Context: an optimization exercise on an open-source flow, tuned for small area. The choices shown serve that exercise and are no tape-out recipe. Only simulation tests tie the RTL to the original design; equivalence was not proved. Power and IR drop assume default switching activity.

==> wip/juniper: inputs <==
Design display_chronometer, start of the top module:
module display_chronometer #(parameter CLK_DIV = 100) (
    input            clk,
    input            rst,
    input            start,
    input            stop,
    input            restart,
    output [7:0]     hex_display,
    output [3:0]     an
);
clock: 10.0 ns
lec_check: 0
cap_margin: 20
core_margin: 2
core_utilization: 40
cts_buf_list: sky130_fd_sc_hd__clkbuf_4 sky130_fd_sc_hd__clkbuf_8
slew_margin: 20
run.sh (not shown) runs the stock make flow with config.mk's settings and CLKGATE_MAP_FILE= SYNTH_SCRIPT=/design/flow/synth_recipe.tcl, a recipe that flattens the netlist after the stock synthesis.
==> wip/amber (differences from wip/juniper) <==
--- a/flow/design.v
+++ b/flow/design.v
@@ -6,10 +6,11 @@
     input            restart,
     output [7:0]     hex_display,
     output [3:0]     an
 );
    localparam IDLE = 2'd0, RUN = 2'd1, STOP = 2'd2, START = 2'd3;
+   localparam [6:0] CNT_0 = 7'b0000001, CNT_1 = 7'b0000010, CNT_TICK = 7'b0111011;
    reg q1, q2;
    always @(posedge clk or posedge rst)
      if (rst) begin q1 <= 1'b0; q2 <= 1'b0; end
      else begin q1 <= start; q2 <= q1; end
    wire b_start   =  q2 & ~restart & ~stop;
@@ -29,11 +30,11 @@
    reg        init;                
    reg        cv, cpt, csr;         
    reg [1:0]  cage;
    reg [3:0]  ca;
    reg        ov;                  
-   reg [3:0]  oa;
+   wire [3:0] oa = ca - 4'd1;
    reg        rp;                  
    reg [15:0] ring0 [0:3];
    reg [15:0] ring1 [0:3];
    reg [15:0] ring2 [0:3];
    reg [15:0] ring3 [0:3];
@@ -84,11 +85,11 @@
          ring3[k] <= ring3[k-1];
       end
    end
    always @(posedge clk or posedge rst) begin
       if (rst) begin
-         st <= IDLE; wen <= 1'b0; ren <= 1'b0;
+         st <= IDLE; wen <= 1'b0; ren <= 1'b0; wa <= 4'd0;
          busy <= 1'b0; ack <= 1'b0; data <= 16'd0;
          warm0 <= 1'b0; warm1 <= 1'b0;
          init <= 1'b0; cv <= 1'b0; csr <= 1'b0; ov <= 1'b0; rp <= 1'b0;
       end else begin
          case (st)
@@ -101,15 +102,16 @@
                  st <= STOP;
                  wen <= 1'b1;
               end else if (b_restart) begin
                  st <= IDLE;
               end else begin
-                 wen <= (cnt == CLK_DIV);
+                 wen <= (cnt == CNT_TICK);
               end
            end
            STOP: begin
               wen <= 1'b0;
+              if (b_start | b_restart) wa <= wa + 4'd1;
               if (b_start) begin
                  st <= START;
                  ren <= 1'b1;
               end else if (b_restart) begin
                  st <= IDLE;
@@ -151,24 +153,23 @@
    end
    always @(posedge clk) begin
       case (st)
         IDLE: begin
            value <= 16'd0;
-           cnt <= 7'd0;
+           cnt <= CNT_0;
         end
         RUN: begin
            if (~b_stop & ~b_restart) begin
-              if (cnt == CLK_DIV) begin
+              if (cnt == CNT_TICK) begin
                  value <= value + 16'd1;
-                 cnt <= 7'd1;
+                 cnt <= CNT_1;
               end else begin
-                 cnt <= cnt + 7'd1;
+                 cnt <= {cnt[5:0], cnt[6] ^ cnt[5]};
               end
            end
         end
         STOP: begin
-           if (b_start | b_restart) wa <= wa + 4'd1;
            if (b_start) value <= (ack_now & we) ? data : rdata;
         end
         default: ;
       endcase
       if (take_wr) begin
@@ -180,11 +181,10 @@
       end
       if (ack_now & we) rdata <= data;
       else if (take_rd & ~warm0) rdata <= 16'd0;    
       else if (rd_now) rdata <= sample;
       if (take_wr0) begin
-         if (cv & ~commit_c) oa <= ca;
          ca <= wa;
          cage <= 2'd1;
          cpt <= 1'b0;
       end else if (cv) begin
          if (cage != 2'd3) cage <= cage + 2'd1;
==> flow/flow/run.sh (new file) <==
#!/bin/bash
# Layout flow: the standard layout (standard.sh) with these changes:
#  * synthesis runs synth_recipe.tcl with an area-oriented abc mapping script
#    (flow/synth.tcl, flow/area.abc); everything else in it is unchanged;
#  * clock tree: clkbuf_4 buffers, clusters of at most 10 sinks, no dummy
#    loads;
#  * port buffers (every input and output still gets one) are buf_1 cells
#    instead of the default clkdlybuf4s50_1.
# Each tool's output: flow_synth.log and flow_make.log here, and ORFS's own
# per-step logs under orfs/logs/.
set -euo pipefail
W=$(pwd)
export FLOW_WORK=$W
export FLOW_ABC_SCRIPT=$W/flow/area.abc
# synthesis only, with our script; standard.sh then finds it done
make -C "$FLOW_HOME" DESIGN_CONFIG="$FLOW_CONFIG" WORK_HOME="$W/orfs" CLKGATE_MAP_FILE= \
  SYNTH_SCRIPT="$W/flow/synth.tcl" synth > flow_synth.log 2>&1
export CTS_ARGS="-sink_clustering_enable -repair_clock_nets -dont_use_dummy_load -buf_list sky130_fd_sc_hd__clkbuf_4 -sink_clustering_size 10 -sink_clustering_max_diameter 35"
export BUFFER_PORTS_ARGS="-buffer_cell sky130_fd_sc_hd__buf_1"
bash standard.sh > flow_make.log 2>&1
==> flow/flow/area.abc (new file) <==
&get -n
&st
&dch
&nf -C 32 -p -R 100 -F 10 -A 10 -a
&put
==> flow/flow/synth.tcl (new file) <==
# The standard synthesis (synth_recipe.tcl, unchanged), with only the abc
# technology-mapping script swapped for an area-oriented one (flow/area.abc).
# Registers are mapped before abc runs, so they come out as in the standard
# synthesis.
proc abc {args} {
  set i [lsearch -exact $args -script]
  if {$i >= 0} { lset args [expr {$i + 1}] $::env(FLOW_ABC_SCRIPT) }
  yosys abc {*}$args
}
source $::env(FLOW_WORK)/synth_recipe.tcl
==> flow/standard.sh (new file) <==
#!/bin/bash
# synth_recipe.tcl (not shown) runs the flow's synth.tcl, then flattens the netlist and writes it again
# the make line also repeats each setting of config.mk as NAME=value (left out here)
make -C /OpenROAD-flow-scripts/flow DESIGN_CONFIG=/design/flow/config.mk WORK_HOME=/design/flow/orfs CLKGATE_MAP_FILE= SYNTH_SCRIPT=/design/flow/synth_recipe.tcl "${@:-finish}"
Settings changed: CAP_MARGIN 20 to 0, CTS_BUF_LIST sky130_fd_sc_hd__clkbuf_4 sky130_fd_sc_hd__clkbuf_8 to not set, SLEW_MARGIN 20 to 0.
removed: flow/run.sh
==> wip/tundra (differences from wip/juniper) <==
--- a/flow/design.v
+++ b/flow/design.v
@@ -6,10 +6,11 @@
     input            restart,
     output [7:0]     hex_display,
     output [3:0]     an
 );
    localparam IDLE = 2'd0, RUN = 2'd1, STOP = 2'd2, START = 2'd3;
+   localparam [6:0] CNT_0 = 7'b0000001, CNT_1 = 7'b0000010, CNT_TICK = 7'b0111011;
    reg q1, q2;
    always @(posedge clk or posedge rst)
      if (rst) begin q1 <= 1'b0; q2 <= 1'b0; end
      else begin q1 <= start; q2 <= q1; end
    wire b_start   =  q2 & ~restart & ~stop;
@@ -26,14 +27,14 @@
    reg        warm0, warm1;
    reg [12:0] dcnt;
    wire [1:0] ph = dcnt[1:0];
    reg        init;                
    reg        cv, cpt, csr;         
-   reg [1:0]  cage;
+   reg        cage1, cage2;        
    reg [3:0]  ca;
    reg        ov;                  
-   reg [3:0]  oa;
+   wire [3:0] oa = ca - 4'd1;
    reg        rp;                  
    reg [15:0] ring0 [0:3];
    reg [15:0] ring1 [0:3];
    reg [15:0] ring2 [0:3];
    reg [15:0] ring3 [0:3];
@@ -41,17 +42,20 @@
    wire take_rd  = ~busy & ~wen & ren;
    wire take_wr0 = take_wr & (st == STOP);
    wire ack_now  = busy & ack;
    wire busy_nxt = take_wr | take_rd | (busy & ~ack);
    wire warm_sel = a10 ? warm1 : warm0;
-   wire [3:0] ta = wa - 4'd1;      
+   reg        lt;                  
+   reg        sk;                  
+   wire       exit_now = (st == STOP) & (b_start | b_restart);
+   wire [3:0] ta = wa - {2'b00, sk, ~sk};    
    wire [1:0] ev_c = ca[1:0] + ph;
    wire [1:0] ev_o = oa[1:0] + ph;
    wire [1:0] ev_t = ta[1:0] + ph;
    wire stay_stop = (st == STOP) & ~b_start & ~b_restart;
    wire tp        = (st == STOP) & b_start & ~busy_nxt;
-   wire c_elig    = (cage == 2'd1) ? ~stay_stop : (cage == 2'd2) ? ~tp : 1'b1;
+   wire c_elig    = cage1 ? ~stay_stop : cage2 ? ~tp : 1'b1;
    wire commit_c  = cv & (ev_c == 2'd3) & c_elig;
    wire commit_o  = ov & (ev_o == 2'd3);
    wire [15:0] wsrc = (commit_o | csr) ? rdata : data;
    wire [3:0] wp;
    assign wp[0] = ~init | (commit_c & (ca[3:2] == 2'd0)) | (commit_o & (oa[3:2] == 2'd0));
@@ -65,33 +69,43 @@
         2'd1: tail = ring1[3];
         2'd2: tail = ring2[3];
         default: tail = ring3[3];
       endcase
    end
-   wire rd_take_w = take_rd & warm0;
+   wire rd_take_w = take_rd;
    wire rd_now    = (rd_take_w | rp) & (ev_t == 2'd3);
-   wire byp       = (commit_c & ~cpt & (ca == ta)) | (commit_o & (oa == ta));
+   wire byp       = (commit_c & ~cpt & (ca[3:2] == ta[3:2])) | (commit_o & (oa[3:2] == ta[3:2]));
    wire [15:0] sample = byp ? wsrc : tail;
    integer k;
-   always @(posedge clk) begin
+   always @(posedge clk or posedge rst) begin
+     if (rst) begin
+      for (k = 0; k < 4; k = k + 1) begin
+         ring0[k] <= 16'd0;
+         ring1[k] <= 16'd0;
+         ring2[k] <= 16'd0;
+         ring3[k] <= 16'd0;
+      end
+     end else begin
       ring0[0] <= wp[0] ? wsrc : ring0[3];
       ring1[0] <= wp[1] ? wsrc : ring1[3];
       ring2[0] <= wp[2] ? wsrc : ring2[3];
       ring3[0] <= wp[3] ? wsrc : ring3[3];
       for (k = 1; k < 4; k = k + 1) begin
          ring0[k] <= ring0[k-1];
          ring1[k] <= ring1[k-1];
          ring2[k] <= ring2[k-1];
          ring3[k] <= ring3[k-1];
       end
+     end
    end
    always @(posedge clk or posedge rst) begin
       if (rst) begin
-         st <= IDLE; wen <= 1'b0; ren <= 1'b0;
+         st <= IDLE; wen <= 1'b0; ren <= 1'b0; wa <= 4'd0;
          busy <= 1'b0; ack <= 1'b0; data <= 16'd0;
          warm0 <= 1'b0; warm1 <= 1'b0;
          init <= 1'b0; cv <= 1'b0; csr <= 1'b0; ov <= 1'b0; rp <= 1'b0;
+         lt <= 1'b0; sk <= 1'b0;
       end else begin
          case (st)
            IDLE: begin
               wen <= ~b_start;
               if (b_start) st <= RUN;
@@ -101,15 +115,16 @@
                  st <= STOP;
                  wen <= 1'b1;
               end else if (b_restart) begin
                  st <= IDLE;
               end else begin
-                 wen <= (cnt == CLK_DIV);
+                 wen <= (cnt == CNT_TICK);
               end
            end
            STOP: begin
               wen <= 1'b0;
+              if (b_start | b_restart) wa <= wa + 4'd1;
               if (b_start) begin
                  st <= START;
                  ren <= 1'b1;
               end else if (b_restart) begin
                  st <= IDLE;
@@ -134,10 +149,16 @@
             else warm0 <= 1'b1;
          end else begin
             ack <= 1'b0;
          end
          if (ph == 2'd3) init <= 1'b1;
+         if (exit_now) begin
+            sk <= ~(lt | take_wr | take_rd);
+            lt <= 1'b0;
+         end else if (take_wr | take_rd) begin
+            lt <= 1'b1;
+         end
          if (rd_now) rp <= 1'b0;
          else if (rd_take_w) rp <= 1'b1;
          if (commit_o) ov <= 1'b0;
          if (take_wr0) begin
             if (cv & ~commit_c) ov <= 1'b1;
@@ -147,29 +168,32 @@
             if (commit_c) cv <= 1'b0;
             if (take_wr) csr <= 1'b1;
          end
       end
    end
-   always @(posedge clk) begin
+   always @(posedge clk or posedge rst) begin
+     if (rst) begin
+      value <= 16'd0; cnt <= CNT_0; a10 <= 1'b0; we <= 1'b0; rdata <= 16'd0;
+      ca <= 4'd0; cage1 <= 1'b0; cage2 <= 1'b0; cpt <= 1'b0;
+     end else begin
       case (st)
         IDLE: begin
            value <= 16'd0;
-           cnt <= 7'd0;
+           cnt <= CNT_0;
         end
         RUN: begin
            if (~b_stop & ~b_restart) begin
-              if (cnt == CLK_DIV) begin
+              if (cnt == CNT_TICK) begin
                  value <= value + 16'd1;
-                 cnt <= 7'd1;
+                 cnt <= CNT_1;
               end else begin
-                 cnt <= cnt + 7'd1;
+                 cnt <= {cnt[5:0], cnt[6] ^ cnt[5]};
               end
            end
         end
-        STOP: begin
-           if (b_start | b_restart) wa <= wa + 4'd1;
-           if (b_start) value <= (ack_now & we) ? data : rdata;
+        START: begin
+           if (ren) value <= rdata;
         end
         default: ;
       endcase
       if (take_wr) begin
          a10 <= (st != STOP);
@@ -177,21 +201,22 @@
       end else if (take_rd) begin
          a10 <= 1'b0;
          we <= 1'b0;
       end
       if (ack_now & we) rdata <= data;
-      else if (take_rd & ~warm0) rdata <= 16'd0;    
       else if (rd_now) rdata <= sample;
       if (take_wr0) begin
-         if (cv & ~commit_c) oa <= ca;
          ca <= wa;
-         cage <= 2'd1;
+         cage1 <= 1'b1;
+         cage2 <= 1'b0;
          cpt <= 1'b0;
       end else if (cv) begin
-         if (cage != 2'd3) cage <= cage + 2'd1;
-         if (cage == 2'd2 && tp) cpt <= 1'b1;
-      end
+         cage1 <= 1'b0;
+         cage2 <= cage1;
+         if (cage2 && tp) cpt <= 1'b1;
+      end
+     end
    end
    always @(posedge clk or posedge rst)
      if (rst) dcnt <= 13'd0;
      else dcnt <= dcnt + 13'd1;
    reg [3:0] digit;
==> flow/flow/run.sh (new file) <==
#!/bin/bash
# Layout flow: the standard layout (standard.sh) with these changes:
#  * synthesis runs synth_recipe.tcl with an area-oriented abc mapping script
#    (flow/synth.tcl, flow/area.abc); everything else in it is unchanged;
#  * clock tree: clkbuf_4 buffers, clusters of at most 10 sinks within 35 um, no dummy
#    loads;
#  * port buffers (every input and output still gets one) are buf_1 cells
#    instead of the default clkdlybuf4s50_1.
# Each tool's output: flow_synth.log and flow_make.log here, and ORFS's own
# per-step logs under orfs/logs/.
set -euo pipefail
W=$(pwd)
export FLOW_WORK=$W
export FLOW_ABC_SCRIPT=$W/flow/area.abc
# synthesis only, with our script; standard.sh then finds it done
make -C "$FLOW_HOME" DESIGN_CONFIG="$FLOW_CONFIG" WORK_HOME="$W/orfs" CLKGATE_MAP_FILE= \
  SYNTH_SCRIPT="$W/flow/synth.tcl" synth > flow_synth.log 2>&1
export CTS_ARGS="-sink_clustering_enable -repair_clock_nets -dont_use_dummy_load -buf_list sky130_fd_sc_hd__clkbuf_4 -sink_clustering_size 10 -sink_clustering_max_diameter 35"
export BUFFER_PORTS_ARGS="-buffer_cell sky130_fd_sc_hd__buf_1"
bash standard.sh > flow_make.log 2>&1
==> flow/flow/area.abc (new file) <==
&get -n
&st
&dch
&nf -C 32 -p -R 100 -F 10 -A 10 -a
&put
==> flow/flow/synth.tcl (new file) <==
# The standard synthesis (synth_recipe.tcl, unchanged), with only the abc
# technology-mapping script swapped for an area-oriented one (flow/area.abc).
# Registers are mapped before abc runs, so they come out as in the standard
# synthesis.
proc abc {args} {
  set i [lsearch -exact $args -script]
  if {$i >= 0} { lset args [expr {$i + 1}] $::env(FLOW_ABC_SCRIPT) }
  yosys abc {*}$args
}
source $::env(FLOW_WORK)/synth_recipe.tcl
==> flow/standard.sh (new file) <==
#!/bin/bash
# synth_recipe.tcl (not shown) runs the flow's synth.tcl, then flattens the netlist and writes it again
# the make line also repeats each setting of config.mk as NAME=value (left out here)
make -C /OpenROAD-flow-scripts/flow DESIGN_CONFIG=/design/flow/config.mk WORK_HOME=/design/flow/orfs CLKGATE_MAP_FILE= SYNTH_SCRIPT=/design/flow/synth_recipe.tcl "${@:-finish}"
Settings changed: CAP_MARGIN 20 to 0, CTS_BUF_LIST sky130_fd_sc_hd__clkbuf_4 sky130_fd_sc_hd__clkbuf_8 to not set, SLEW_MARGIN 20 to 0.
removed: flow/run.sh
==> comparison <==
Critical path depth, highest first: wip/juniper, wip/tundra, wip/amber. Clock skew, lowest first: wip/juniper, wip/amber, wip/tundra. Die area, lowest first: wip/amber, wip/juniper, wip/tundra. In wip/amber the setup slack is better than in wip/juniper, by 0.053 ns. Clock power: wip/juniper > wip/tundra > wip/amber. Synthesized cell count: wip/tundra > wip/amber > wip/juniper. Against wip/amber, the hold slack of wip/tundra is higher by 0.013 ns. In wip/amber the clock-buffer cell count is lower than in wip/tundra, by 9. In wip/juniper the flip-flop and latch count is higher than in wip/amber, by 4. The lowest total power belongs to wip/tundra, the highest to wip/juniper. Between wip/tundra and wip/juniper, the lower global-route usage is in wip/juniper (gap 1.5 points).

## re-timing with driven ports
The results above use ideal ports. As a check the final layouts listed here were re-extracted and re-timed, cells and wires unchanged.
Step 1: set_driving_cell puts a clkbuf_16 on clk and a buf_2 on each other input, an assumption about the parent block.
Step 2 adds t to the input delays and takes it off the output delays; t is the mean of the earliest and latest rising clock arrival at the registers after step 1. Input paths then give back, and output paths get back, about the clock's delay inside the block.
a / b / c = ideal ports / drivers / drivers and shift; a / b = the first two.
run | shift t [ns] | setup slack, ns | worst hold slack (ns) | clock arrival spread, ns
wip/juniper | 0.636 | 4.933 / 4.889 / 5.179 | 0.303 / 0.303 / 0.303 | 0.036 / 0.036
wip/amber | 0.682 | 4.986 / 4.947 / 5.026 | 0.280 / 0.280 / 0.280 | 0.051 / 0.051
wip/tundra | 0.707 | 4.898 / 4.858 / 5.078 | 0.293 / 0.293 / 0.293 | 0.092 / 0.092
After both steps setup and hold are still met in every run listed.
